This is an optimization exercise on Yosys and OpenROAD, whose aim is small area, a short achievable clock period and few clock cycles, not a production implementation.
RTL that was checked went through simulation tests only; none was proved equivalent to the original.
Only the layout flow was run in runs 4 to 7; the RTL was not checked for function there.

--- flow/flow/run.sh ---
#!/bin/bash
# The standard flow (standard.sh), except that the port buffers are plain
# buffers instead of the delay cells buffer_ports picks by default.
set -euo pipefail
export BUFFER_PORTS_ARGS="-buffer_cell sky130_fd_sc_hd__buf_1"
bash standard.sh > standard.log 2>&1
--- flow/standard.sh ---
#!/bin/bash
# synth_recipe.tcl (not shown) runs the flow's synth.tcl, then flattens the netlist and writes it again
# the make line also repeats each setting of config.mk as NAME=value (left out here)
make -C /OpenROAD-flow-scripts/flow DESIGN_CONFIG=/design/flow/config.mk WORK_HOME=/design/flow/orfs CLKGATE_MAP_FILE= SYNTH_SCRIPT=/design/flow/synth_recipe.tcl "${@:-finish}"
--- flow/config.mk ---
export PLATFORM = sky130hd
export DESIGN_NAME = code_converter_top
export DESIGN_NICKNAME = code_converter_top
export VERILOG_FILES = /design/flow/design.v
export SDC_FILE = /design/flow/constraint.sdc
export NUM_CORES = 4
export LEC_CHECK = 0
export ABC_AREA = 1
export CAP_MARGIN = 20
export CORE_MARGIN = 2
export CORE_UTILIZATION = 40
export CTS_BUF_LIST = sky130_fd_sc_hd__clkbuf_8
export SETUP_SLACK_MARGIN = 3.1
export SLEW_MARGIN = 20
--- flow/constraint.sdc ---
create_clock -name core_clock -period 6.5 [get_ports {clk}]
set_input_delay 1.3000 -clock core_clock [delete_from_list [all_inputs] [get_ports {clk}]]
set_output_delay 1.3000 -clock core_clock [all_outputs]
set_load 0.01 [all_outputs]
--- flow/design.v ---
`timescale 1ns/1ps
module bin2gray #(parameter WIDTH = 32)(
  input  wire [WIDTH-1:0] bin,
  output wire [WIDTH-1:0] gray
);
  assign gray = bin ^ (bin >> 1);
endmodule
`timescale 1ns/1ps
module gray2bin #(parameter WIDTH = 32)(
  input  wire [WIDTH-1:0] gray,
  output reg  [WIDTH-1:0] bin
);
  integer s, j;
  always @(*) begin
    bin = gray;
    for (s = 1; s < WIDTH; s = s * 2)
      for (j = 2*s-1; j < WIDTH; j = j + 2*s)
        bin[WIDTH-1-j] = bin[WIDTH-1-j] ^ bin[WIDTH-1-(j-s)];
    for (s = WIDTH / 4; s >= 1; s = s / 2)
      for (j = 3*s-1; j < WIDTH; j = j + 2*s)
        bin[WIDTH-1-j] = bin[WIDTH-1-j] ^ bin[WIDTH-1-(j-s)];
  end
endmodule
`timescale 1ns/1ps
module nibble_add #(parameter DIGITS = 10, parameter K = 3)(
  input  wire [DIGITS*4-1:0] x,
  output reg  [DIGITS*4-1:0] y
);
  integer i;
  always @(*)
    for (i = 0; i < DIGITS; i = i + 1)
      y[4*i +: 4] = x[4*i +: 4] + K[3:0];
endmodule
`timescale 1ns/1ps
module bin2bcd_dd(
  input  wire [28:0] w,
  input  wire [7:0]  p,
  output wire [39:0] o
);
  function [3:0] add3(input [3:0] d);
    begin
      add3[3] = d[3] | (d[2] & (d[1] | d[0]));
      add3[2] = (d[2] & ~d[1] & ~d[0]) | (d[3] & d[0]);
      add3[1] = (d[1] & (~d[2] | d[0])) | (d[3] & ~d[0]);
      add3[0] = (~d[3] & ~d[2] & d[0]) | (d[2] & d[1] & ~d[0]) | (d[3] & ~d[0]);
    end
  endfunction
  function [39:0] dstep(input [39:0] x, input b);
    integer i;
    reg c;
    reg [3:0] f;
    begin
      c = b;
      for (i = 0; i < 10; i = i + 1) begin
        f = add3(x[4*i +: 4]);
        dstep[4*i +: 4] = {f[2:0], c};
        c = f[3];
      end
    end
  endfunction
  function [39:0] dd8(input [39:0] x, input [7:0] p);
    integer j;
    reg [39:0] t;
    begin
      t = x;
      for (j = 7; j >= 0; j = j - 1)
        t = dstep(t, p[j]);
      dd8 = t;
    end
  endfunction
  assign o = dd8({11'd0, w}, p);
endmodule
module bin2bcd_first(
  input  wire [23:0] b,
  output wire [1:0]  z,
  output wire [28:0] o
);
  function [3:0] add3(input [3:0] d);
    begin
      add3[3] = d[3] | (d[2] & (d[1] | d[0]));
      add3[2] = (d[2] & ~d[1] & ~d[0]) | (d[3] & d[0]);
      add3[1] = (d[1] & (~d[2] | d[0])) | (d[3] & ~d[0]);
      add3[0] = (~d[3] & ~d[2] & d[0]) | (d[2] & d[1] & ~d[0]) | (d[3] & ~d[0]);
    end
  endfunction
  function [39:0] dstep(input [39:0] x, input b);
    integer i;
    reg c;
    reg [3:0] f;
    begin
      c = b;
      for (i = 0; i < 10; i = i + 1) begin
        f = add3(x[4*i +: 4]);
        dstep[4*i +: 4] = {f[2:0], c};
        c = f[3];
      end
    end
  endfunction
  function [39:0] dd8(input [39:0] x, input [7:0] p);
    integer j;
    reg [39:0] t;
    begin
      t = x;
      for (j = 7; j >= 0; j = j - 1)
        t = dstep(t, p[j]);
      dd8 = t;
    end
  endfunction
  wire       n0 = (b[23:16] != 8'd0), n1 = (b[15:8] != 8'd0);
  assign z = n0 ? 2'd0 : n1 ? 2'd1 : 2'd2;
  wire [7:0]  p = b[23:16] | ({8{~n0}} & (b[15:8] | {8{~n1}} & b[7:0]));
  wire [39:0] t = dd8(40'd0, p);
  assign o = t[28:0];
endmodule
`timescale 1ns/1ps
module bcd2bin_v3(
  input  wire [11:0] d,
  output wire [10:0] v
);
  function [10:0] m100(input [3:0] x);
    begin
      case (x)
        4'd0:  m100 = 11'd0;    4'd1:  m100 = 11'd100;
        4'd2:  m100 = 11'd200;  4'd3:  m100 = 11'd300;
        4'd4:  m100 = 11'd400;  4'd5:  m100 = 11'd500;
        4'd6:  m100 = 11'd600;  4'd7:  m100 = 11'd700;
        4'd8:  m100 = 11'd800;  4'd9:  m100 = 11'd900;
        4'd10: m100 = 11'd1000; 4'd11: m100 = 11'd1100;
        4'd12: m100 = 11'd1200; 4'd13: m100 = 11'd1300;
        4'd14: m100 = 11'd1400; default: m100 = 11'd1500;
      endcase
    end
  endfunction
  function [7:0] m10(input [3:0] x);
    begin
      case (x)
        4'd0:  m10 = 8'd0;    4'd1:  m10 = 8'd10;
        4'd2:  m10 = 8'd20;   4'd3:  m10 = 8'd30;
        4'd4:  m10 = 8'd40;   4'd5:  m10 = 8'd50;
        4'd6:  m10 = 8'd60;   4'd7:  m10 = 8'd70;
        4'd8:  m10 = 8'd80;   4'd9:  m10 = 8'd90;
        4'd10: m10 = 8'd100;  4'd11: m10 = 8'd110;
        4'd12: m10 = 8'd120;  4'd13: m10 = 8'd130;
        4'd14: m10 = 8'd140;  default: m10 = 8'd150;
      endcase
    end
  endfunction
  wire [10:0] x = m100(d[11:8]);
  wire [10:0] y = {3'd0, m10(d[7:4])};
  wire [10:0] w = {7'd0, d[3:0]};
  wire [10:0] s = x ^ y ^ w;
  wire [10:0] c = {(x[9:0] & y[9:0]) | (x[9:0] & w[9:0]) | (y[9:0] & w[9:0]), 1'b0};
  reg [10:0] g, p, g2, p2;
  integer l, i;
  always @(*) begin
    g = s & c;
    p = s ^ c;
    for (l = 1; l < 11; l = l * 2) begin
      g2 = g;
      p2 = p;
      for (i = 0; i < 11; i = i + 1)
        if (i & l) begin
          g2[i] = g[i] | (p[i] & g[(i & ~(l - 1)) - 1]);
          p2[i] = p[i] & p[(i & ~(l - 1)) - 1];
        end
      g = g2;
      p = p2;
    end
  end
  assign v = s ^ c ^ {g[9:0], 1'b0};
endmodule
module bcd2bin_groups(
  input  wire [39:0] d,
  output wire [1:0]  z,
  output wire [10:0] a,
  output wire [10:0] v1,
  output wire [10:0] v2,
  output wire [10:0] v3
);
  bcd2bin_v3 u_v1 (.d(d[35:24]), .v(v1));
  bcd2bin_v3 u_v2 (.d(d[23:12]), .v(v2));
  bcd2bin_v3 u_v3 (.d(d[11:0]),  .v(v3));
  assign z = (d[39:36] != 4'd0) ? 2'd0 : (d[35:24] != 12'd0) ? 2'd1 : 2'd2;
  assign a = (z == 2'd0) ? {7'd0, d[39:36]} : (z == 2'd1) ? v1 : v2;
endmodule
`timescale 1ns/1ps
module code_converter_top #(
  parameter WIDTH  = 32,
  parameter DIGITS = 10
)(
  input  wire                   clk,
  input  wire                   rst,
  input  wire                   start,
  input  wire [2:0]             opcode,
  input  wire [WIDTH-1:0]       bin_in,
  input  wire [WIDTH-1:0]       gray_in,
  input  wire [DIGITS*4-1:0]    bcd_in,
  input  wire [DIGITS*4-1:0]    ex3_in,
  output reg  [WIDTH-1:0]       bin_out,
  output reg  [WIDTH-1:0]       gray_out,
  output reg  [DIGITS*4-1:0]    bcd_out,
  output reg  [DIGITS*4-1:0]    ex3_out,
  output wire                   busy,
  output wire                   done
);
  function [3:0] add3(input [3:0] d);
    begin
      add3[3] = d[3] | (d[2] & (d[1] | d[0]));
      add3[2] = (d[2] & ~d[1] & ~d[0]) | (d[3] & d[0]);
      add3[1] = (d[1] & (~d[2] | d[0])) | (d[3] & ~d[0]);
      add3[0] = (~d[3] & ~d[2] & d[0]) | (d[2] & d[1] & ~d[0]) | (d[3] & ~d[0]);
    end
  endfunction
  function [39:0] dstep(input [39:0] x, input b);
    integer i;
    reg c;
    reg [3:0] f;
    begin
      c = b;
      for (i = 0; i < 10; i = i + 1) begin
        f = add3(x[4*i +: 4]);
        dstep[4*i +: 4] = {f[2:0], c};
        c = f[3];
      end
    end
  endfunction
  function [39:0] dd8(input [39:0] x, input [7:0] p);
    integer j;
    reg [39:0] t;
    begin
      t = x;
      for (j = 7; j >= 0; j = j - 1)
        t = dstep(t, p[j]);
      dd8 = t;
    end
  endfunction
  function [63:0] csa(input [31:0] x, input [31:0] y, input [31:0] z);
    begin
      csa = {((x & y) | (x & z) | (y & z)) << 1, x ^ y ^ z};
    end
  endfunction
  function [31:0] horner(input [23:0] a, input [10:0] p);
    reg [63:0] s1, s2;
    begin
      s1 = csa({a[21:0], 10'd2}, ~{4'd0, a, 4'd0}, ~{5'd0, a, 3'd0});
      s2 = csa(s1[31:0], s1[63:32], {21'd0, p});
      horner = s2[31:0] + s2[63:32];
    end
  endfunction
  reg       mid, last;
  reg       isb2d;   
  reg [1:0] idx;
  wire op_multi = (opcode[2:1] == 2'b01);
  assign done = last | (start & ~op_multi);
  assign busy = mid;
  wire [1:0]  z2, z3;
  wire [28:0] w0;
  wire [10:0] a0, v1, v2, v3;
  bin2bcd_first  u_f2 (.b(bin_in[31:8]), .z(z2), .o(w0));
  bcd2bin_groups u_f3 (.d(bcd_in), .z(z3), .a(a0), .v1(v1), .v2(v2), .v3(v3));
  wire [1:0] z = opcode[0] ? z3 : z2;
  wire [1:0] k = (mid ? idx : z) + 2'd1;
  always @(posedge clk or posedge rst) begin
    if (rst) begin
      mid   <= 1'b0;
      last  <= 1'b0;
      isb2d <= 1'b0;
      idx   <= 2'd0;
    end else if (mid) begin
      idx <= idx + 2'd1;
      if (idx == 2'd2) begin
        mid  <= 1'b0;
        last <= 1'b1;
      end
    end else if (last) begin
      last <= 1'b0;
    end else if (start & op_multi) begin
      isb2d <= ~opcode[0];
      idx   <= z + 2'd1;
      if (z == 2'd2) last <= 1'b1;
      else           mid  <= 1'b1;
    end
  end
  reg [28:0] W;    
  reg [7:0]  P;    
  reg [23:0] A;    
  reg [10:0] Q;    
  wire [39:0] dd_run = dd8({11'd0, W}, P);
  wire [31:0] acc    = horner(A, Q);
  always @(posedge clk) begin
    P <= (k == 2'd1) ? bin_in[23:16] : (k == 2'd2) ? bin_in[15:8] : bin_in[7:0];
    Q <= (k == 2'd1) ? v1 : (k == 2'd2) ? v2 : v3;
    if (mid) begin
      W <= dd_run[28:0];
      A <= acc[23:0];
    end else begin
      W <= w0;
      A <= {13'd0, a0};
    end
  end
  wire [WIDTH-1:0]    gray_c, bin_c;
  wire [DIGITS*4-1:0] ex3_c, bcd_c;
  bin2gray #(WIDTH) u_b2g (.bin(bin_in), .gray(gray_c));
  gray2bin #(WIDTH) u_g2b (.gray(gray_in), .bin(bin_c));
  nibble_add #(DIGITS, 3)  u_b2e (.x(bcd_in), .y(ex3_c));
  nibble_add #(DIGITS, 13) u_e2b (.x(ex3_in), .y(bcd_c));
  always @(posedge clk or posedge rst) begin
    if (rst) begin
      bin_out  <= {WIDTH{1'b0}};
      gray_out <= {WIDTH{1'b0}};
      bcd_out  <= {DIGITS*4{1'b0}};
      ex3_out  <= {DIGITS*4{1'b0}};
    end else begin
      if (start & (opcode == 3'd0)) gray_out <= gray_c;
      if (start & (opcode == 3'd1)) bin_out <= bin_c;
      else if (last & ~isb2d)      bin_out <= acc;
      if (start & (opcode == 3'd5)) bcd_out <= bcd_c;
      else if (last & isb2d)       bcd_out <= dd_run;
      if (start & (opcode == 3'd4)) ex3_out <= ex3_c;
    end
  end
endmodule
==> results.cfg, run 1 <==
[status]
status = finished clean

[synth]
yosysMostFrequentCell = nand2_1
yosysTopAreaCell = dfrtp_1
synth_area_um2 = 19700
yosysSeqAreaShare_pct = 26.2
synth_edf_count = 0
synth_area_leaders = dfrtp_1 (19%), nand2_1 (16%), ha_1 (8.9%), dfxtp_1 (7.3%), inv_1 (6.6%)
ys_warn_count = 6
synthCells = 2911
synth_top_area_share_pct = 18.9
synth_fp_nets = 3239
synth.lib_cells_used.distinct = 57
async_flop_share_pct = 67.4
ys_top_cells_by_count = nand2_1 (865), inv_1 (349), nand3_1 (218), nor2_1 (205), o21ai_0 (176)
avgSynthCellArea_um2 = 6.78
ys_ff_latch = 221
ys.flop_type = dfrtp_1

[timing]
setup-violations-final = 0
fin_skew_ns = 0.0409
worstMarginPinSlew_ns = 1.14
rsz0062_at_grt = true
slew_headroom_pct = 23.9
finalSetupTns_ns = 0
finalMaxSlewViolations = 0
final_hold_viol_count = 0
post-route-period-util_pct = 52.4
period_needed_ns = 3.41
max_freq_mhz = 293
layout_setup_ws_ns = 3.09

[detailed_routing]
routed_wl_mm = 60.4
highest_layer = met5
routed-via-count = 20200
routedWlPerCell_um = 15.1
first_pass_iters = 5
antenna_left = 0
met2_length_mm = 28.9
met1_length_mm = 26.7
drc = 0
wl_met3_mm = 3.06
routed_via_density = 5.05
drt_iter0_markers = 1026

[placed_design]
portBuffers = 295
pre_cts_slack_ns = 1.71
globalplace.congestion = 0.897
post-dp-hpwl_mm = 46.0

[clocking]
cts_made_buffers = 44
insertion_delay_ns = 0.64
clk_path_buf_depth = 3
htreeDepth = 2
cts_root_buffer = clkbuf_8
cts_tree = built
cts.sinks = 221
clk_pin_slew_worst_paths_ns = 0.06

[die]
core_um2 = 48800
dieArea_um2 = 51100
rows = 81
io_pins = 296
start_util_pct = 40.4
die_h_um = 226
die_x_um = 226

[critical_path]
crit_start = bcd_in[29]
end_kind = flop
criticalPathCategory = in2reg
critPathLaunchType = input pin
crit_chain = buf_8, inv_8, ha_4, o211ai_1, o31ai_2, ha_1, ha_4, a21oi_2, o21ai_2, a21o_1, nand2_1, inv_1, nor2_2, inv_1, fa_2, inv_1, o21ai_1, nand2_1, o21ai_1
cpMostUsedCell = inv_1
crit_slowest_cell = fa_2
worstReg2RegStart = A[0]$_DFF_P_
critPathRequiredTime_ns = 7.04
cp_max_fo = 5
path_buf_inv = 5
slowest_delay_ns = 0.51
crit_arrival_ns = 3.95
crit_family = adder cells

[finish]
filler_cell_count = 4846
fin_nets = 3621
drive_gt1_share_pct = 17.9
syn_to_final_growth_pct = 24.2

[grt]
globalRouteOverflowTotal = 0
grt_pass1_vias = 19200
grt_start_max_net_pins = 150
grt_pass1_wl_mm = 94.8
grt_util_all_layers_pct = 23.0
antenna_found_initial = 4

[min_path]
min_path_type = reg2reg
worstHoldStart = gray_out[22]$_DFFE_PP0P_

[job]
maxCapViolations = 0
==> per-layer routing <==
metal	global-route usage, %	vias to the layer above
met5	0	-
met4	6.69	6
met3	4.22	119
met2	40.3	458
met1	28.6	9390
li1	-	10200
==> worst reg2reg max path: cells and delay by family (launching register included) <==
kind	cells	cell delay, ns
buffers and inverters	2	0.19
and+or+nand+nor	8	0.91
AOI/OAI and AO/OA	7	0.92
DFF	1	0.38
xor gates and xnor gates	2	0.30
adders and majority gates	2	0.55
==> final cells by class <==
class	instances	area (µm²)	share of cell area (%)
multi-input cells	2239	13800	56.5
flip-flops and latches	221	5200	21.2
repair buffers	387	2000	8.15
inverters	399	1580	6.44
clock buffers	61	840	3.43
well taps	664	831	3.39
clock inverters	21	205	0.838
repair inverters	1	7.51	0.0306
diodes	1	2.50	0.0102
==> state kept, by name (all words and copies together), names as in the netlist <==
| register | flops |
|---|---|
| idx | 2 |
| gray_out | 32 |
| last | 1 |
| A | 24 |
| mid | 1 |
| Q | 11 |
| P | 8 |
| isb2d | 1 |
| bin_out | 32 |
| ex3_out | 40 |
| bcd_out | 40 |
| W | 29 |
==> placed cells by master, fill, tap and decap left out, drive strengths merged, types with 23 or more instances in the layout <==
cell,netlist,layout
nand2,919,919
inv,395,407
buf,3,383
o21ai,235,235
nand3,231,231
nor2,227,227
dfrtp,149,149
ha,140,140
a21oi,125,125
xor2,76,76
xnor2,74,74
dfxtp,72,72
clkbuf,49,65
fa,38,38
nand4,27,27
o211ai,26,26
o22ai,23,23
==> repair_timing <==
action                                  4_1_cts  5_1_grt
resized for setup                            85      213
pin swaps                                    39       89
endpoints found under the setup margin       51       99
hold buffers                                  0        0
gates cloned                                  0        1
setup buffers                                27       52
==> path summary, 6_finish.rpt <==
kind | endpoint | slack (ns) | cells after the start
max reg2reg | bin_out[24]$_DFFE_PP0P_ | 3.13 | 21
min in group asynchronous | bcd_out[38]$_DFFE_PP0P_ | 0.76 | 3
max in group asynchronous | bcd_out[20]$_DFFE_PP0P_ | 4.72 | 3
min reg2reg | gray_out[22]$_DFFE_PP0P_ | 0.47 | 2
max | A[8]$_DFF_P_ | 3.09 | 19
min | gray_out[22]$_DFFE_PP0P_ | 0.47 | 2
==> through the flow <==
step                cells  utilization (%)  area [µm²]  hold WS [ns]
floorplan            2911                -       20000         0.429
global placement     3830             44.7       21900         0.456
detailed placement   3830             44.7       21900         0.461
CTS                  3939             47.9       23400         0.477
global route         3994             50.1       24500         0.488
finish               3994             50.1       24500         0.474
==> kinds of logic after synthesis <==
family                   share of synthesized area [%]
flip-flops                                        26.2
AO/OA/AOI/OAI                                     14.6
XOR/XNOR                                          7.00
AND/OR/NAND/NOR                                   30.8
adder cells (fa/ha/maj)                           12.7
buffers and inverters                             8.62
Testbench counts, summed over its fixed seeds: cycles 5,632.
==> run 2: changes to the inputs <==
--- a/flow/flow/run.sh
+++ b/flow/flow/run.sh
@@ -3,4 +3,5 @@
 # buffers instead of the delay cells buffer_ports picks by default.
 set -euo pipefail
 export BUFFER_PORTS_ARGS="-buffer_cell sky130_fd_sc_hd__buf_1"
+export RECOVER_POWER=50
 bash standard.sh > standard.log 2>&1
--- a/flow/config.mk
+++ b/flow/config.mk
@@ -10,5 +10,5 @@
 export CORE_MARGIN = 2
 export CORE_UTILIZATION = 40
 export CTS_BUF_LIST = sky130_fd_sc_hd__clkbuf_8
-export SETUP_SLACK_MARGIN = 3.1
+export SETUP_SLACK_MARGIN = 2.8
 export SLEW_MARGIN = 20
==> run 2 against run 1 <==
Compared with the run above:
- the layout now fails its checks (max-capacitance violations, max-slew violations)
- global-route usage decreased by 0.43 points
- final area decreased by 6.0%
- core utilization decreased by 3.0 points
- clock skew decreased by 0.016 ns
- via count decreased by 2.8%
- setup slack got worse by 0.23 ns
- cell count decreased by 1.7%
- first-iteration DRC count decreased by 4.1%
- critical endpoint is now mid$_DFF_PP0_
- largest cell class unchanged
- highest routed layer unchanged
==> results.cfg, run 2 <==
[synth]
synth_area_leaders = dfrtp_1 (19%), nand2_1 (16%), ha_1 (8.9%), dfxtp_1 (7.3%), inv_1 (6.6%)
avgSynthCellArea_um2 = 6.78
yosysMostFrequentCell = nand2_1
synth_compound_area_share_pct = 14.6
synth_adder_area_share_pct = 12.7
ys_warn_count = 6
synth_edf_count = 0
synth_fp_nets = 3239
synthCells = 2911
ys_ff_latch = 221
yosysSeqAreaShare_pct = 26.2
synth_top_family_by_area = simple AND/OR/NAND/NOR gates
yosys.area_share.simple_pct = 30.8
synthMuxAreaShare_pct = 0
synth_area_um2 = 19700
yosysTopAreaCell = dfrtp_1
synth_xor_area_share_pct = 7.00
synth_top_area_share_pct = 18.9
synth.lib_cells_used.distinct = 57
ys.flop_type = dfrtp_1
async_flop_share_pct = 67.4
ys_top_cells_by_count = nand2_1 (865), inv_1 (349), nand3_1 (218), nor2_1 (205), o21ai_0 (176)

[timing]
fin_skew_ns = 0.0254
post-route-period-util_pct = 56.0
finalSetupTns_ns = 0
period_needed_ns = 3.64
layout_setup_ws_ns = 2.86
final_hold_viol_count = 0
rsz0062_at_grt = true
worstMarginPinSlew_ns = 2.69
slew_headroom_pct = -79.5
setup-violations-final = 0
max_freq_mhz = 275
finalMaxSlewViolations = 137

[detailed_routing]
routed_wl_mm = 58.6
drc = 0
routedWlPerCell_um = 14.9
routed_via_density = 4.99
drt_iter0_markers = 984
first_pass_iters = 5
antenna_left = 0
routed-via-count = 19600

[clocking]
cts.sinks = 221
cts_hold_repair.buffers = 0
cts_tree = built
htreeDepth = 2
clk_pin_slew_worst_paths_ns = 0.06
cts_root_buffer = clkbuf_8
cts_made_buffers = 43
insertion_delay_ns = 0.61
clk_path_buf_depth = 3

[finish]
fin_nets = 3556
layout_commonest_cell = nand2_1
drive_gt1_share_pct = 11.8
reg_top3 = bcd_out: 40 flops, ex3_out: 40 flops
filler_cell_count = 5020
layout_common_cells = nand2_1 (860), inv_1 (346), buf_1 (279)
syn_to_final_growth_pct = 16.7

[critical_path]
slowest_delay_ns = 1.96
end_kind = asynchronous set/reset pin
crit_start = rst
crit_chain = buf_1, clkinvlp_2, clkbuf_1
critPathCapture = mid$_DFF_PP0_
crit_arrival_ns = 3.77
cp_max_fo = 47
worstReg2RegStart = A[6]$_DFF_P_
crit_slowest_cell = clkbuf_1
reg2reg_slack_ns = 2.97
r2r-end = bin_out[23]$_DFFE_PP0P_
critPathLaunchType = input pin
criticalPathCategory = in2async
ff2ff_path_depth = 19
critPathRequiredTime_ns = 6.62

[status]
so_faults = max-capacitance violations, max-slew violations
status = finished with violations

[die]
dieArea_um2 = 51100
io_pins = 296
die_x_um = 226
rows = 81
core_um2 = 48800
start_util_pct = 40.4
die_h_um = 226

[placed_design]
pre_cts_slack_ns = 1.71
portBuffers = 295
globalplace.congestion = 0.906
post-dp-hpwl_mm = 46.5

[grt]
grt_start_max_net_pins = 78
grt_pass1_wl_mm = 92.6
grt_util_all_layers_pct = 22.5
globalRouteOverflowTotal = 0
grt_pass1_vias = 18800
antenna_found_initial = 5

[job]
maxCapViolations = 3

[min_path]
min_path_type = reg2reg
-- run 2: worst max-delay path, delay by kind of cell --
| kind | cells | cell delay [ns] |
|---|---|---|
| buf+inv | 3 | 2.43 |
-- run 2: cell type report --
cell class	count	area, µm²	share of cell area [%]
clock inverters	29	186	0.810
repair buffers	323	1350	5.84
well taps	664	831	3.61
multi-input cells	2239	13200	57.5
repair inverters	1	5.00	0.0217
diodes	2	5.00	0.0217
flip-flops and latches	221	5180	22.5
inverters	399	1540	6.71
clock buffers	50	688	2.99
-- run 2: how the worst min path moves through the flow --
stage,start,end,slack (ns),cells past startpoint
CTS,gray_out[18]$_DFFE_PP0P_,gray_out[18]$_DFFE_PP0P_,0.48,2
global route,gray_out[22]$_DFFE_PP0P_,gray_out[22]$_DFFE_PP0P_,0.50,2
finish,gray_out[18]$_DFFE_PP0P_,gray_out[18]$_DFFE_PP0P_,0.47,2
detailed placement,gray_out[18]$_DFFE_PP0P_,gray_out[18]$_DFFE_PP0P_,0.46,2
global placement,ex3_out[30]$_DFFE_PP0P_,ex3_out[30]$_DFFE_PP0P_,0.46,2
floorplan,P[0]$_DFF_P_,W[0]$_DFF_P_,0.43,2
-- run 2: timing repair --
item / in CTS / in global routing
endpoints found under the setup margin: 38 / 47
endpoints found under the hold margin: 0 / 0
cloned: 0 / 1
resized for setup: 18 / 96
buffers inserted: 1 / 14
pin swaps: 1 / 21
-- run 2: logic make-up (layout without fill, tap and decap cells) --
logic type | after synthesis | in the layout
simple gates | 1429 | 1429
compound gates | 482 | 482
buf+inv | 451 | 802
fa+ha+maj | 178 | 178
other cells | 0 | 2
xor+xnor | 150 | 150
flops | 221 | 221
-- run 2: metrics by stage --
| step | hold WS [ns] | util, % | cell area (µm²) | cells |
|---|---|---|---|---|
| 6_report | 0.473 | 47.1 | 23000 | 3928 |
| 5_1_grt | 0.496 | 47.1 | 23000 | 3927 |
| 4_1_cts | 0.475 | 46.3 | 22600 | 3910 |
| 3_5_place_dp | 0.461 | 44.5 | 21700 | 3830 |
| 3_3_place_gp | 0.457 | 44.5 | 21700 | 3830 |
| 2_1_floorplan | 0.429 | - | 19900 | 2911 |
-- run 2: metal layers --
metal	vias to the layer above	wire (µm)	GRT usage, %
met5	-	39	0
met4	6	1900	8.38
met3	124	3070	4.10
met2	461	27300	38.1
met1	8952	26200	28.6
li1	10100	-	-
==> run 3: changes to the inputs <==
==> flow/flow/run.sh (replaced) <==
#!/bin/bash
# The standard flow (standard.sh), except that the port buffers are plain
# buffers instead of the delay cells buffer_ports picks by default.
set -euo pipefail
export BUFFER_PORTS_ARGS="-buffer_cell sky130_fd_sc_hd__buf_1"
bash standard.sh > standard.log 2>&1
==> run 3 against run 2 <==
Compared with the run above:
- the run now finishes clean
- core utilization increased by 0.054 points
- clock skew increased by 0.0018 ns
- register-to-register slack about the same
- critical path type is now in2reg
- clock-buffer cell count unchanged
==> results.cfg, run 3 <==
[die]
rows = 81
io_pins = 296
die_x_um = 226
dieArea_um2 = 51100
start_util_pct = 40.4
core_um2 = 48800
die_h_um = 226

[clocking]
clk_path_buf_depth = 3
cts.sinks = 221
cts_made_buffers = 43
cts_root_buffer = clkbuf_8
htreeDepth = 2
clk_pin_slew_worst_paths_ns = 0.06
cts_hold_repair.buffers = 0
insertion_delay_ns = 0.61
cts_tree = built

[timing]
period_needed_ns = 3.57
finalMaxSlewViolations = 0
finalSetupTns_ns = 0
max_freq_mhz = 280
fin_skew_ns = 0.0272
post-route-period-util_pct = 54.9
final_hold_viol_count = 0
rsz0062_at_grt = true
setup-violations-final = 0
slew_headroom_pct = 42.5
worstMarginPinSlew_ns = 0.862

[detailed_routing]
routed_via_density = 5.00
routed-via-count = 19600
antenna_left = 0
drt_iter0_markers = 1008
routed_wl_mm = 58.6
routedWlPerCell_um = 14.9
first_pass_iters = 7
drc = 0

[synth]
synth_top_area_share_pct = 18.9
ys.flop_type = dfrtp_1
synth_fp_nets = 3239
synthCells = 2911
synth_edf_count = 0
yosysSeqAreaShare_pct = 26.2
ys_ff_latch = 221
synth_area_leaders = dfrtp_1 (19%), nand2_1 (16%), ha_1 (8.9%), dfxtp_1 (7.3%), inv_1 (6.6%)
avgSynthCellArea_um2 = 6.78
ys_warn_count = 6
synth_area_um2 = 19700
async_flop_share_pct = 67.4
ys_top_cells_by_count = nand2_1 (865), inv_1 (349), nand3_1 (218), nor2_1 (205), o21ai_0 (176)
yosysTopAreaCell = dfrtp_1
synth.lib_cells_used.distinct = 57
yosysMostFrequentCell = nand2_1

[grt]
grt_pass1_vias = 18800
grt_pass1_wl_mm = 92.6
antenna_found_initial = 5
grt_util_all_layers_pct = 22.5
grt_start_max_net_pins = 78
globalRouteOverflowTotal = 0

[finish]
layout_commonest_cell = nand2_1
final_cell_area_um2 = 23100
layout_common_cells = nand2_1 (860), inv_1 (346), buf_1 (279)
fin_util_pct = 47.2
syn_to_final_growth_pct = 16.9
fin_nets = 3556
filler_cell_count = 5015
reg_top3 = bcd_out: 40 flops, ex3_out: 40 flops
drive_gt1_share_pct = 11.9

[job]
maxCapViolations = 0

[placed_design]
post-dp-hpwl_mm = 46.5
portBuffers = 295
globalplace.congestion = 0.906
place_area_um2 = 21700

[critical_path]
end_kind = flop
slowest_delay_ns = 0.37
crit_chain = clkbuf_4, inv_4, ha_4, o21ai_2, xor2_1, ha_1, ha_1, nand2_1, o21ai_2, a21o_1, a21oi_1, inv_1, fa_2, xnor2_2, buf_4, o21ai_1, nand2_1, nand2_1
cpMostUsedCell = nand2_1
cp_max_fo = 5
crit_arrival_ns = 4.07
critPathLaunchType = input pin
crit_family = adder cells
path_buf_inv = 4
criticalPathCategory = in2reg
crit_slowest_cell = fa_2
critPathRequiredTime_ns = 7.00

[min_path]
min_path_type = reg2reg

[status]
status = finished clean
## run 3: cell counts after synthesis
Identical to the previous run, type by type.
## run 3: tightest hold or removal path: stages, from the launching register on
cell,delay [ns]
dfrtp_1,0.34
nand2_1,0.05
nand2_1,0.04
## run 3: final cells by class
class | instances | area, µm² | area share, %
multi-input cells | 2239 | 13200 | 57.4
well taps | 664 | 831 | 3.60
inverters | 399 | 1550 | 6.71
repair inverters | 1 | 5.00 | 0.0217
flip-flops and latches | 221 | 5180 | 22.5
clock buffers | 50 | 688 | 2.99
repair buffers | 323 | 1370 | 5.94
diodes | 2 | 5.00 | 0.0217
clock inverters | 29 | 186 | 0.809
## run 3: kinds of logic after synthesis
family / count (synthesis) / share of synthesized area, %
flip-flops: 221 / 26.2
buffers and inverters: 451 / 8.62
AND/OR/NAND/NOR: 1429 / 30.8
XOR/XNOR: 150 / 7.00
AO/OA/AOI/OAI: 482 / 14.6
adder cells (fa/ha/maj): 178 / 12.7
## run 3: through the flow
| step | worst slack [ns] | hold WS, ns | cells |
|---|---|---|---|
| 2_1_floorplan | 2.69 | 0.429 | 2911 |
| 3_3_place_gp | 1.85 | 0.457 | 3830 |
| 3_5_place_dp | 1.71 | 0.461 | 3830 |
| 4_1_cts | 2.78 | 0.475 | 3910 |
| 5_1_grt | 2.76 | 0.496 | 3927 |
| 6_report | 2.93 | 0.473 | 3928 |
## run 3: path summary, 6_finish.rpt
check                                              start                       end  slack, ns  cells after the start
worst max-delay path                          bcd_in[17]              Q[9]$_DFF_P_       2.93                     18
worst max register to register              A[6]$_DFF_P_   bin_out[23]$_DFFE_PP0P_       2.98                     19
worst min register to register  gray_out[18]$_DFFE_PP0P_  gray_out[18]$_DFFE_PP0P_       0.47                      2
worst min-delay path            gray_out[18]$_DFFE_PP0P_  gray_out[18]$_DFFE_PP0P_       0.47                      2
max in group asynchronous                            rst   ex3_out[17]$_DFFE_PP0P_       4.70                      3
min in group asynchronous                            rst   bcd_out[34]$_DFFE_PP0P_       0.65                      2
## run 3: timing repair
item | 4_1_cts | 5_1_grt
pin swaps | 1 | 21
gates cloned | 0 | 1
buffers inserted | 1 | 14
resized for setup | 18 | 96
setup endpoints to repair | 38 | 47
## run 3: metal layers
layer,vias to the layer above,share of wire (%),global-route usage (%),routed length (µm)
met4,6,3.4,8.38,1980
met1,8926,45,28.6,26200
met3,137,5.4,4.10,3190
li1,10100,-,-,-
met5,-,0.067,0,39
met2,509,46,38.1,27200
==> run 4: changes to the inputs <==
--- a/flow/design.v
+++ b/flow/design.v
@@ -259,7 +259,6 @@
   bin2bcd_first  u_f2 (.b(bin_in[31:8]), .z(z2), .o(w0));
   bcd2bin_groups u_f3 (.d(bcd_in), .z(z3), .a(a0), .v1(v1), .v2(v2), .v3(v3));
   wire [1:0] z = opcode[0] ? z3 : z2;
-  wire [1:0] k = (mid ? idx : z) + 2'd1;
   always @(posedge clk or posedge rst) begin
     if (rst) begin
       mid   <= 1'b0;
@@ -288,8 +287,13 @@
   wire [39:0] dd_run = dd8({11'd0, W}, P);
   wire [31:0] acc    = horner(A, Q);
   always @(posedge clk) begin
-    P <= (k == 2'd1) ? bin_in[23:16] : (k == 2'd2) ? bin_in[15:8] : bin_in[7:0];
-    Q <= (k == 2'd1) ? v1 : (k == 2'd2) ? v2 : v3;
+    if (mid) begin
+      P <= idx[0] ? bin_in[15:8] : bin_in[7:0];
+      Q <= idx[0] ? v2 : v3;
+    end else begin
+      P <= (z2 == 2'd0) ? bin_in[23:16] : (z2 == 2'd1) ? bin_in[15:8] : bin_in[7:0];
+      Q <= (z3 == 2'd0) ? v1 : (z3 == 2'd1) ? v2 : v3;
+    end
     if (mid) begin
       W <= dd_run[28:0];
       A <= acc[23:0];
==> run 4 against run 3 <==
Compared with the run above:
- largest cell class unchanged
- setup slack lost 0.021 ns
- critical endpoint unchanged
- cell count decreased by 1.5%
- clock-buffer cell count rose by 7
- still clean
- critical path depth is 1 lower
- global-route usage about the same
- highest routed layer unchanged
==> results.cfg, run 4 <==
[synth]
synth_top_area_share_pct = 19.1
synth.lib_cells_used.distinct = 58
synth_edf_count = 0
yosysSeqAreaShare_pct = 26.5
synth_area_um2 = 19500
yosysMostFrequentCell = nand2_1
synthCells = 2882
yosysTopAreaCell = dfrtp_1
ys_top_cells_by_count = nand2_1 (830), inv_1 (405), nor2_1 (245), nand3_1 (231), o21ai_0 (186)
synth_fp_nets = 3208
ys.flop_type = dfrtp_1
async_flop_share_pct = 67.4
synth_area_leaders = dfrtp_1 (19%), nand2_1 (16%), ha_1 (8.9%), inv_1 (7.8%), dfxtp_1 (7.4%)
ys_warn_count = 6
ys_ff_latch = 221
avgSynthCellArea_um2 = 6.76

[job]
maxCapViolations = 0

[critical_path]
cp_max_fo = 6
criticalPathCategory = in2reg
end_kind = flop
critPathLaunchType = input pin
slowest_delay_ns = 0.36
crit_slowest_cell = fa_2
crit_arrival_ns = 4.09
critPathRequiredTime_ns = 7.00
crit_chain = buf_4, inv_12, ha_4, nor2_1, nor2_1, xor2_1, ha_1, ha_1, nand2_1, o21ai_2, a21o_1, a21o_1, fa_2, xnor2_2, o22ai_1, a21oi_1, o221ai_1

[finish]
fin_nets = 3540
reg_top3 = bcd_out: 40 flops, ex3_out: 40 flops
drive_gt1_share_pct = 10.2
layout_commonest_cell = nand2_1
layout_common_cells = nand2_1 (820), inv_1 (394), buf_1 (269)
syn_to_final_growth_pct = 18.8

[clocking]
htreeDepth = 2
cts_tree = built
cts_root_buffer = clkbuf_8
insertion_delay_ns = 0.63
clk_pin_slew_worst_paths_ns = 0.06
cts_made_buffers = 45
cts.sinks = 221
clk_path_buf_depth = 3

[timing]
slew_headroom_pct = 26.8
setup-violations-final = 0
rsz0062_at_grt = false
finalSetupTns_ns = 0
period_needed_ns = 3.59
worstMarginPinSlew_ns = 1.10
final_hold_viol_count = 0
fin_skew_ns = 0.0375
finalMaxSlewViolations = 0
hold_ws_ns = 0.468
max_freq_mhz = 279
post-route-period-util_pct = 55.2

[detailed_routing]
antenna_left = 0
routed_wl_mm = 57.7
routed_via_density = 5.09
drt_iter0_markers = 1048
drc = 0
routed-via-count = 19700
first_pass_iters = 8
routedWlPerCell_um = 14.9

[die]
dieArea_um2 = 50500
die_x_um = 225
core_um2 = 47900
start_util_pct = 40.6
io_pins = 296
rows = 80
die_h_um = 225

[grt]
grt_start_max_net_pins = 150
antenna_found_initial = 4
grt_pass1_wl_mm = 92.5
grt_pass1_vias = 19000
grt_util_all_layers_pct = 22.5
globalRouteOverflowTotal = 0

[placed_design]
globalplace.congestion = 0.858
post-dp-hpwl_mm = 44.5
portBuffers = 295

[min_path]
min_path_type = reg2reg

[status]
status = finished clean
==> run 4: worst max-delay path, delay by kind of cell <==
kind                       cells  cell delay, ns
adders and majority gates      4            1.20
AOI/OAI and AO/OA              6            0.82
buffers and inverters          2            0.21
xor gates and xnor gates       2            0.33
and+or+nand+nor                3            0.22
==> run 4: path summary, 6_finish.rpt <==
path | start | to | slack, ns | cells after the start
min | gray_out[20]$_DFFE_PP0P_ | gray_out[20]$_DFFE_PP0P_ | 0.47 | 2
min in group asynchronous | rst | bcd_out[31]$_DFFE_PP0P_ | 0.81 | 3
max reg2reg | A[0]$_DFF_P_ | bin_out[18]$_DFFE_PP0P_ | 2.92 | 25
max in group asynchronous | rst | gray_out[10]$_DFFE_PP0P_ | 4.74 | 3
min reg2reg | gray_out[20]$_DFFE_PP0P_ | gray_out[20]$_DFFE_PP0P_ | 0.47 | 2
max | bcd_in[29] | Q[9]$_DFF_P_ | 2.91 | 17
==> run 4: what timing repair did <==
action | in CTS | in global routing
pin swaps | 7 | 29
setup endpoints to repair | 21 | 67
hold endpoints to repair | 0 | 0
buffers inserted | 4 | 23
hold buffers | 0 | 0
resized for setup | 19 | 106
cloned | 0 | 0
==> run 4: area by class of cell <==
| class | instances | area [µm²] |
|---|---|---|
| Antenna cell | 2 | 5.00 |
| Clock buffer | 57 | 785 |
| Clock inverter | 27 | 186 |
| Fill cell | 4905 | 24800 |
| Inverter | 423 | 1630 |
| Multi-Input combinational cell | 2191 | 13200 |
| Sequential cell | 221 | 5180 |
| Tap cell | 615 | 769 |
| Timing Repair Buffer | 332 | 1440 |
==> run 4: metrics by stage <==
stage               instances  util [%]  cell area, µm²  worst slack (ns)
global placement         3755      44.9           21500              2.05
global route             3867      48.3           23200              2.70
detailed placement       3755      44.9           21500              2.00
CTS                      3843      47.1           22600              2.71
floorplan                2882         -           19700              2.66
finish                   3868      48.3           23200              2.91
==> run 4: cells by family (layout without fill, tap and decap cells) <==
| kind of cell | after synthesis | in the layout | share of synthesized area [%] |
|---|---|---|---|
| buffers and inverters | 470 | 839 | 9.10 |
| AO/OA/AOI/OAI | 474 | 474 | 14.6 |
| AND/OR/NAND/NOR | 1383 | 1383 | 29.4 |
| adder cells (fa/ha/maj) | 176 | 176 | 12.8 |
| other | 0 | 2 | 0 |
| flip-flops | 221 | 221 | 26.5 |
| XOR/XNOR | 158 | 158 | 7.66 |
==> run 4: per-layer routing <==
metal / track usage (%) / vias to the layer above / part of all wire, %
met1: 28.7 / 9046 / 45
met3: 4.26 / 131 / 5.0
met2: 37.9 / 512 / 46
met4: 8.18 / 4 / 3.2
li1: - / 10000 / -
met5: 0 / - / 0.052
==> run 5: changes to the inputs <==
--- a/flow/config.mk
+++ b/flow/config.mk
@@ -8,7 +8,7 @@
 export ABC_AREA = 1
 export CAP_MARGIN = 20
 export CORE_MARGIN = 2
-export CORE_UTILIZATION = 40
+export CORE_UTILIZATION = 60
 export CTS_BUF_LIST = sky130_fd_sc_hd__clkbuf_8
 export SETUP_SLACK_MARGIN = 2.8
 export SLEW_MARGIN = 20
==> run 5 against run 4 <==
Compared with the run above:
- still clean
- highest routed layer is now met4
- register-to-register slack improved by 0.02 ns
- area after synthesis unchanged
==> results.cfg, run 5 <==
[finish]
multiInputGateArea_um2 = 13100
layout_common_cells = nand2_1 (818), inv_1 (391), buf_1 (268)
register_area_um2 = 5180
reg_top3 = bcd_out: 40 flops, ex3_out: 40 flops
layout_commonest_cell = nand2_1
syn_to_final_growth_pct = 17.2
fin_nets = 3532
filler_cell_count = 2694
final_cell_area_um2 = 22800
drive_gt1_share_pct = 9.98

[synth]
synth_fp_nets = 3208
synthCells = 2882
synth_area_leaders = dfrtp_1 (19%), nand2_1 (16%), ha_1 (8.9%), inv_1 (7.8%), dfxtp_1 (7.4%)
yosysSeqAreaShare_pct = 26.5
ys.flop_type = dfrtp_1
synth_compound_area_share_pct = 14.6
synth_adder_area_share_pct = 12.8
yosysMostFrequentCell = nand2_1
yosysTopAreaCell = dfrtp_1
synth.lib_cells_used.distinct = 58
async_flop_share_pct = 67.4
ys_warn_count = 6
ys_top_cells_by_count = nand2_1 (830), inv_1 (405), nor2_1 (245), nand3_1 (231), o21ai_0 (186)
avgSynthCellArea_um2 = 6.76
synth_top_area_share_pct = 19.1
synthMuxAreaShare_pct = 0
synth_xor_area_share_pct = 7.66
synth_area_um2 = 19500
yosys.area_share.simple_pct = 29.4
synth_top_family_by_area = simple AND/OR/NAND/NOR gates
ys_ff_latch = 221
synth_edf_count = 0

[grt]
met3_usage_pct = 4.41
grt-busiest-layer = met2
antenna_found_initial = 1
gr-usage-met2_pct = 55.6
use_met1_pct = 42.0
grt_start_max_net_pins = 80
grt_pass1_wl_mm = 89.2
grt_util_all_layers_pct = 32.2
grt_pass1_vias = 19000
globalRouteOverflowTotal = 0

[timing]
period_needed_ns = 3.58
setup-violations-final = 0
layout_setup_ws_ns = 2.92
final_hold_viol_count = 0
max_freq_mhz = 279
rsz0062_at_grt = true
finalMaxSlewViolations = 0
slew_headroom_pct = 32.4
finalSetupTns_ns = 0
post-route-period-util_pct = 55.1
hold_ws_ns = 0.474
fin_skew_ns = 0.0289
worstMarginPinSlew_ns = 1.01

[placed_design]
pre_cts_slack_ns = 1.98
post-dp-hpwl_mm = 42.6
globalplace.congestion = 0.926
place_area_um2 = 21300
portBuffers = 295

[detailed_routing]
antenna_left = 0
first_pass_iters = 5
routed_wl_mm = 55.1
routedWlPerCell_um = 15.0
drc = 0
routed-via-count = 20000
routed_via_density = 5.43
drt_iter0_markers = 1459

[die]
dieArea_um2 = 33900
die_x_um = 184
io_pins = 296
rows = 65
die_h_um = 184
core_um2 = 31800
start_util_pct = 61.3

[job]
maxCapViolations = 0

[clocking]
clk_path_buf_depth = 3
cts.sinks = 221
cts_hold_repair.buffers = 0
cts_root_buffer = clkbuf_8
cts_tree = built
cts_made_buffers = 41
insertion_delay_ns = 0.58
clk_pin_slew_worst_paths_ns = 0.06
htreeDepth = 2

[critical_path]
critPathRequiredTime_ns = 6.94
end_kind = flop
reg2reg_slack_ns = 2.94
crit_arrival_ns = 4.03
ff2ff_path_depth = 23
critPathLaunchType = input pin
cp_max_fo = 6
criticalPathCategory = in2reg

[min_path]
min_path_type = reg2reg
holdPathStages = 2

[status]
status = finished clean
-- run 5: cell counts after synthesis --
Identical to the previous run, type by type.
-- run 5: cells by family after synthesis --
kind of cell    after synthesis
simple gates               1383
compound gates              474
buf+inv                     470
flops                       221
fa+ha+maj                   176
xor+xnor                    158
-- run 5: layout make-up --
cell class              instances  area share (%)
diodes                          1          0.0110
inverters                     423            7.14
well taps                     435            2.38
clock buffers                  50            3.01
clock inverters                24           0.948
repair buffers                328            6.31
flip-flops and latches        221            22.7
multi-input cells            2191            57.5
-- run 5: path summary, 6_finish.rpt --
kind,start,endpoint
min,gray_out[20]$_DFFE_PP0P_,gray_out[20]$_DFFE_PP0P_
min in group asynchronous,rst,bcd_out[33]$_DFFE_PP0P_
max in group asynchronous,rst,gray_out[9]$_DFFE_PP0P_
max,bcd_in[32],Q[9]$_DFF_P_
max reg2reg,A[1]$_DFF_P_,bin_out[22]$_DFFE_PP0P_
min reg2reg,gray_out[20]$_DFFE_PP0P_,gray_out[20]$_DFFE_PP0P_
-- run 5: worst max-delay path, stage by stage --
cell and delay, ns:
clkbuf_4 0.15, inv_1 0.16, ha_4 0.23, nand2_1 0.06, nand2_1 0.08, xor2_1 0.15
ha_1 0.33, ha_1 0.33, a21o_1 0.24, fa_2 0.41, xnor2_2 0.22, o22ai_2 0.12
a21oi_2 0.15, o221ai_2 0.10
-- run 5: metal layers --
metal | part of all wire, % | up-vias
li1 | - | 9973
met1 | 44 | 9255
met2 | 47 | 612
met3 | 6.2 | 110
met4 | 2.7 | 0
met5 | 0 | -
-- run 5: timing repair --
| item | CTS | global route |
|---|---|---|
| buffers inserted | 3 | 18 |
| pin swaps | 4 | 39 |
| endpoints found under the setup margin | 16 | 49 |
| resized for setup | 21 | 117 |
-- run 5: stage by stage --
stage / util [%] / std cells
2_1_floorplan: - / 2882
3_3_place_gp: 67.0 / 3576
3_5_place_dp: 67.0 / 3576
4_1_cts: 70.1 / 3653
5_1_grt: 71.8 / 3673
6_report: 71.8 / 3673
==> run 6: changes to the inputs <==
--- a/flow/config.mk
+++ b/flow/config.mk
@@ -8,7 +8,7 @@
 export ABC_AREA = 1
 export CAP_MARGIN = 20
 export CORE_MARGIN = 2
-export CORE_UTILIZATION = 60
+export CORE_UTILIZATION = 40
 export CTS_BUF_LIST = sky130_fd_sc_hd__clkbuf_8
-export SETUP_SLACK_MARGIN = 2.8
+export SETUP_SLACK_MARGIN = 3.0
 export SLEW_MARGIN = 20
==> run 6 against run 5 <==
Compared with the run above:
- core utilization shrank 22 points
- sequential cell count did not move
- die area rose by 49%
- clock skew down 0.011 ns
- final area rose by 5.2%
- still clean
- highest routed layer is now met5
- largest cell class unchanged
- critical path type unchanged
- sequential share of layout area decreased by 1.0 points
- register-to-register slack improved by 0.14 ns
- area after synthesis unchanged
==> results.cfg, run 6 <==
[clocking]
cts_tree = built
insertion_delay_ns = 0.62
clk_path_buf_depth = 3
clk_pin_slew_worst_paths_ns = 0.06
htreeDepth = 2
cts_root_buffer = clkbuf_8
cts_made_buffers = 43
cts.sinks = 221
cts_hold_repair.buffers = 0

[detailed_routing]
drc = 0
antenna_left = 0
routed_via_density = 5.13
routedWlPerCell_um = 15.3
drt_iter0_markers = 1062
routed_wl_mm = 59.8
first_pass_iters = 7
routed-via-count = 20000

[synth]
synth_area_um2 = 19500
avgSynthCellArea_um2 = 6.76
yosysMostFrequentCell = nand2_1
synth_xor_area_share_pct = 7.66
synth.lib_cells_used.distinct = 58
synth_top_area_share_pct = 19.1
synthMuxAreaShare_pct = 0
yosys.area_share.simple_pct = 29.4
ys_top_cells_by_count = nand2_1 (830), inv_1 (405), nor2_1 (245), nand3_1 (231), o21ai_0 (186)
ys_warn_count = 6
synth_edf_count = 0
yosysSeqAreaShare_pct = 26.5
async_flop_share_pct = 67.4
synth_adder_area_share_pct = 12.8
synth_area_leaders = dfrtp_1 (19%), nand2_1 (16%), ha_1 (8.9%), inv_1 (7.8%), dfxtp_1 (7.4%)
synthCells = 2882
ys.flop_type = dfrtp_1
synth_top_family_by_area = simple AND/OR/NAND/NOR gates
ys_ff_latch = 221
synth_compound_area_share_pct = 14.6
yosysTopAreaCell = dfrtp_1
synth_fp_nets = 3208

[placed_design]
globalplace.congestion = 0.868
post-dp-hpwl_mm = 45.5
portBuffers = 295

[critical_path]
end_kind = flop
critPathLaunchType = input pin
criticalPathCategory = in2reg
critPathRequiredTime_ns = 6.99
crit_arrival_ns = 4.01
cp_max_fo = 7

[finish]
diodes = 0
register_area_um2 = 5200
fin_util_pct = 50.1
reg_top3 = bcd_out: 40 flops, ex3_out: 40 flops
drive_gt1_share_pct = 15.3
layout_commonest_cell = nand2_1
fin_nets = 3579
multiInputGateArea_um2 = 13600
layout_common_cells = nand2_1 (798), inv_1 (373), buf_1 (263)
filler_cell_count = 4758
syn_to_final_growth_pct = 23.3

[timing]
finalSetupTns_ns = 0
slew_headroom_pct = 27.6
setup-violations-final = 0
finalMaxSlewViolations = 0
fin_skew_ns = 0.0178
worstMarginPinSlew_ns = 1.09
rsz0062_at_grt = true
final_hold_viol_count = 0
period_needed_ns = 3.53
hold_ws_ns = 0.474
max_freq_mhz = 284
post-route-period-util_pct = 54.3

[min_path]
min_path_type = reg2reg

[grt]
grt_util_all_layers_pct = 23.0
grt_pass1_vias = 19100
grt_pass1_wl_mm = 94.1
antenna_found_initial = 2
globalRouteOverflowTotal = 0
grt_start_max_net_pins = 150

[die]
core_um2 = 47900
start_util_pct = 40.6
die_x_um = 225
io_pins = 296
rows = 80
dieArea_um2 = 50500
die_h_um = 225

[status]
status = finished clean

[job]
maxCapViolations = 0
## run 6: cell counts after synthesis
No cell type changed its count.
## run 6: cells by family after synthesis
| logic type | after synthesis |
|---|---|
| flops | 221 |
| buf+inv | 470 |
| compound gates | 474 |
| xor+xnor | 158 |
| fa+ha+maj | 176 |
| simple gates | 1383 |
## run 6: stage by stage
stage	instance area, µm²	setup WS, ns	cells
finish	24000	2.97	3902
global route	24000	2.86	3902
CTS	22900	2.98	3859
detailed placement	21600	1.99	3756
global placement	21600	2.02	3756
floorplan	19800	2.66	2882
## run 6: routing by layer
metal	wire length [µm]	share of wire, %	track usage [%]
met1	26100	44	29.7
met2	28700	48	39.2
met3	3190	5.3	3.36
met4	1770	3.0	8.29
met5	13	0.022	0
## run 6: critical path: stages
cell	delay, ns
buf_12	0.11
inv_4	0.05
ha_4	0.20
nor2_4	0.08
nor2_2	0.05
xor2_1	0.16
ha_1	0.32
ha_1	0.28
nand2_1	0.08
o21ai_2	0.06
a21o_1	0.19
a21o_1	0.21
fa_2	0.35
xnor2_2	0.19
o22ai_1	0.12
a21oi_1	0.14
o221ai_1	0.11
## run 6: area by class of cell
| cell class | instances | share of cell area, % |
|---|---|---|
| clock buffer | 55 | 3.15 |
| timing repair buffer | 373 | 7.74 |
| inverter | 423 | 6.99 |
| multi-input combinational | 2191 | 56.6 |
| sequential | 221 | 21.7 |
| clock inverter | 24 | 0.703 |
| tap | 615 | 3.20 |
## run 6: path summary, 6_finish.rpt
| path | from | end | slack, ns | cells after the start |
|---|---|---|---|---|
| max | bcd_in[28] | Q[9]$_DFF_P_ | 2.97 | 17 |
| min | gray_out[28]$_DFFE_PP0P_ | gray_out[28]$_DFFE_PP0P_ | 0.47 | 2 |
| min in group asynchronous | rst | bcd_out[26]$_DFFE_PP0P_ | 0.77 | 3 |
| min reg2reg | gray_out[28]$_DFFE_PP0P_ | gray_out[28]$_DFFE_PP0P_ | 0.47 | 2 |
| max in group asynchronous | rst | bin_out[23]$_DFFE_PP0P_ | 4.78 | 3 |
| max reg2reg | A[2]$_DFF_P_ | bin_out[26]$_DFFE_PP0P_ | 3.08 | 27 |
## run 6: timing repair
action | CTS | global route
pin swaps | 28 | 91
setup buffers | 24 | 43
gates resized for setup | 63 | 254
setup endpoints to repair | 33 | 82
gates cloned | 0 | 0
==> run 7: changes to the inputs <==
==> flow/flow/run.sh (replaced) <==
#!/bin/bash
# The standard flow (standard.sh), except that the port buffers are plain
# buffers instead of the delay cells buffer_ports picks by default, and CTS
# adds no dummy loads.
set -euo pipefail
export BUFFER_PORTS_ARGS="-buffer_cell sky130_fd_sc_hd__buf_1"
export CTS_ARGS="-sink_clustering_enable -repair_clock_nets -dont_use_dummy_load -buf_list sky130_fd_sc_hd__clkbuf_8"
bash standard.sh > standard.log 2>&1
--- a/flow/config.mk
+++ b/flow/config.mk
@@ -10,5 +10,5 @@
 export CORE_MARGIN = 2
 export CORE_UTILIZATION = 40
 export CTS_BUF_LIST = sky130_fd_sc_hd__clkbuf_8
-export SETUP_SLACK_MARGIN = 3.0
+export SETUP_SLACK_MARGIN = 2.8
 export SLEW_MARGIN = 20
==> run 7 against run 6 <==
Compared with the run above:
- still clean
- area after synthesis stayed put
- clock skew rose by 0.053 ns
- final area shrank 5.5%
- core utilization shrank 2.8 points
- non-clock buffer count fell by 49
- global-route usage decreased by 0.58 points
- synthesized cell count unchanged
- fmax fell by 3.0%
- setup slack worse by 0.11 ns
- largest cell class unchanged
- highest routed layer unchanged
==> results.cfg, run 7 <==
[critical_path]
reg2reg_slack_ns = 2.86
r2r-end = bin_out[26]$_DFFE_PP0P_
crit_arrival_ns = 4.14
critPathLaunchType = flop
crit_start = A[2]$_DFF_P_
cp_max_fo = 3
worstReg2RegStart = A[2]$_DFF_P_
ff2ff_path_depth = 27
criticalPathCategory = reg2reg
critPathRequiredTime_ns = 7.00
end_kind = flop
critPathCapture = bin_out[26]$_DFFE_PP0P_

[detailed_routing]
drt_iter0_markers = 1113
routedWlPerCell_um = 15.0
routed-via-count = 19500
drc = 0
antenna_left = 0
routed_wl_mm = 57.3
routed_via_density = 5.11
first_pass_iters = 5

[timing]
slew_headroom_pct = 32.1
rsz0062_at_grt = true
worstMarginPinSlew_ns = 1.02
setup-violations-final = 0
final_hold_viol_count = 0
post-route-period-util_pct = 55.9
max_freq_mhz = 275
finalSetupTns_ns = 0
period_needed_ns = 3.64
finalMaxSlewViolations = 0
layout_setup_ws_ns = 2.86
fin_skew_ns = 0.0703

[die]
dieArea_um2 = 50500
die_x_um = 225
start_util_pct = 40.6
die_h_um = 225
io_pins = 296
rows = 80
core_um2 = 47900

[synth]
synth_top_area_share_pct = 19.1
yosysMostFrequentCell = nand2_1
avgSynthCellArea_um2 = 6.76
async_flop_share_pct = 67.4
synth_area_um2 = 19500
synth_fp_nets = 3208
synth_area_leaders = dfrtp_1 (19%), nand2_1 (16%), ha_1 (8.9%), inv_1 (7.8%), dfxtp_1 (7.4%)
synth_edf_count = 0
synth.lib_cells_used.distinct = 58
ys_top_cells_by_count = nand2_1 (830), inv_1 (405), nor2_1 (245), nand3_1 (231), o21ai_0 (186)
ys.flop_type = dfrtp_1
yosysTopAreaCell = dfrtp_1
ys_ff_latch = 221
yosysSeqAreaShare_pct = 26.5
ys_warn_count = 6
synthCells = 2882

[placed_design]
pre_cts_slack_ns = 2.00
portBuffers = 295
place_area_um2 = 21500
globalplace.congestion = 0.858
post-dp-hpwl_mm = 44.5

[clocking]
cts_made_buffers = 45
insertion_delay_ns = 0.61
htreeDepth = 2
cts_root_buffer = clkbuf_8
cts_hold_repair.buffers = 0
clk_path_buf_depth = 3
clk_pin_slew_worst_paths_ns = 0.06
cts.sinks = 221
cts_tree = built

[finish]
reg_top3 = bcd_out: 40 flops, ex3_out: 40 flops
syn_to_final_growth_pct = 16.4
drive_gt1_share_pct = 9.11
layout_common_cells = nand2_1 (822), inv_1 (384), buf_1 (268)
layout_commonest_cell = nand2_1
final_cell_area_um2 = 22700
fin_nets = 3532

[grt]
antenna_found_initial = 5
grt_pass1_wl_mm = 92.1
grt_start_max_net_pins = 150
grt_util_all_layers_pct = 22.4
grt_pass1_vias = 18900
globalRouteOverflowTotal = 0

[status]
status = finished clean

[job]
maxCapViolations = 0

[min_path]
min_path_type = reg2reg
## run 7: cell counts after synthesis
Identical to the previous run, type by type.
## run 7: repair_timing
item                                    in CTS  in global routing
setup buffers                                3                 16
endpoints found under the setup margin      22                 68
pin swaps                                    5                 24
resized for setup                           21                 95
## run 7: layer usage
metal	GRT usage [%]	part of all wire, %	up-vias
li1	-	-	9946
met1	28.5	44	8953
met2	37.6	46	504
met3	4.39	5.8	126
met4	8.33	3.3	6
met5	0	0.068	-
## run 7: logic make-up after synthesis
group                      count (synthesis)  synth area share [%]
DFF                                      221                  26.5
and+or+nand+nor                         1383                  29.4
buffers and inverters                    470                  9.10
adders and majority gates                176                  12.8
xor gates and xnor gates                 158                  7.66
AOI/OAI and AO/OA                        474                  14.6
## run 7: layout make-up
class	count	area [µm²]
Antenna cell	2	5.00
Tap cell	615	769
Multi-Input combinational cell	2191	13100
Timing Repair Buffer	324	1390
Sequential cell	221	5180
Inverter	423	1630
Clock buffer	45	619
Fill cell	4939	25300
## run 7: metrics by stage
step,hold slack (ns),instances,util [%]
floorplan,0.425,2882,-
global placement,0.456,3755,44.9
detailed placement,0.461,3755,44.9
CTS,0.470,3803,46.4
global route,0.499,3820,47.3
finish,0.465,3821,47.3
## run 7: worst max-delay path, cell delays in order (launching register included)
cell and delay, ns:
dfxtp_2 0.36, inv_1 0.07, ha_1 0.27, inv_1 0.05
fa_1 0.51, inv_1 0.06, ha_4 0.28, inv_1 0.07
o21ai_2 0.16, nand3_1 0.08, nand2_1 0.10, nand2_1 0.06
nand2_1 0.09, nand2_1 0.07, nand2_2 0.09, nand2_1 0.07
nand2_2 0.11, a21oi_4 0.08, o21ai_4 0.20, a21oi_4 0.10
o21ai_2 0.15, nand2_1 0.09, nand2_1 0.06, nand2_1 0.05
nand3_1 0.07, o21ai_0 0.09, nand2_1 0.08, nand2_1 0.07
## run 7: how the worst min path moves through the flow
stage | depth (start not counted) | endpoint | slack [ns] | startpoint
after floorplan | 2 | A[1]$_DFF_P_ | 0.43 | Q[1]$_DFF_P_
after global placement | 2 | gray_out[20]$_DFFE_PP0P_ | 0.46 | gray_out[20]$_DFFE_PP0P_
after detailed placement | 2 | gray_out[20]$_DFFE_PP0P_ | 0.46 | gray_out[20]$_DFFE_PP0P_
after CTS | 2 | gray_out[20]$_DFFE_PP0P_ | 0.47 | gray_out[20]$_DFFE_PP0P_
after global routing | 2 | gray_out[20]$_DFFE_PP0P_ | 0.50 | gray_out[20]$_DFFE_PP0P_
final | 2 | gray_out[20]$_DFFE_PP0P_ | 0.47 | gray_out[20]$_DFFE_PP0P_

what the ideal ports hide:
How much do the figures lean on ideal ports? The routed layouts below were timed once more, with nothing changed but the port constraints.
Step 1 sets driving cells, clkbuf_16 on the clock port and buf_2 on the other inputs (assumed; they add their load-dependent delay and slew).
Step 2, shift: input delay + t, output delay - t, t = (earliest + latest rising clock arrival at the registers) / 2. This alone moves slack from input paths to output paths.
Slacks: ideal / step 1 / step 2; pairs: ideal / step 1.
run | t (ns) | setup WS [ns] | worst hold slack (ns) | clock arrival spread, ns | pins driven straight from the clock port
run 1 | 0.673 | 3.092 / 3.082 / 2.409 | 0.474 / 0.474 / 0.474 | 0.042 / 0.042 | 1
run 2 | 0.653 | 2.858 / 2.886 / 2.233 | 0.473 / 0.473 / 0.473 | 0.028 / 0.028 | 1
run 3 | 0.655 | 2.932 / 2.953 / 2.299 | 0.473 / 0.473 / 0.473 | 0.031 / 0.031 | 1
run 4 | 0.663 | 2.911 / 2.920 / 2.273 | 0.468 / 0.468 / 0.468 | 0.044 / 0.044 | 1
run 5 | 0.615 | 2.916 / 2.908 / 2.292 | 0.474 / 0.474 / 0.474 | 0.029 / 0.029 | 1
run 6 | 0.656 | 2.974 / 2.962 / 2.306 | 0.474 / 0.474 / 0.474 | 0.023 / 0.024 | 1
run 7 | 0.631 | 2.864 / 2.864 / 2.294 | 0.465 / 0.465 / 0.465 | 0.081 / 0.081 | 1
For run 1, which loses most, drivers alone change the setup slack by -0.010 ns; drivers and shift together by -0.683 ns. The worst setup slack also covers recovery checks on asynchronous resets.
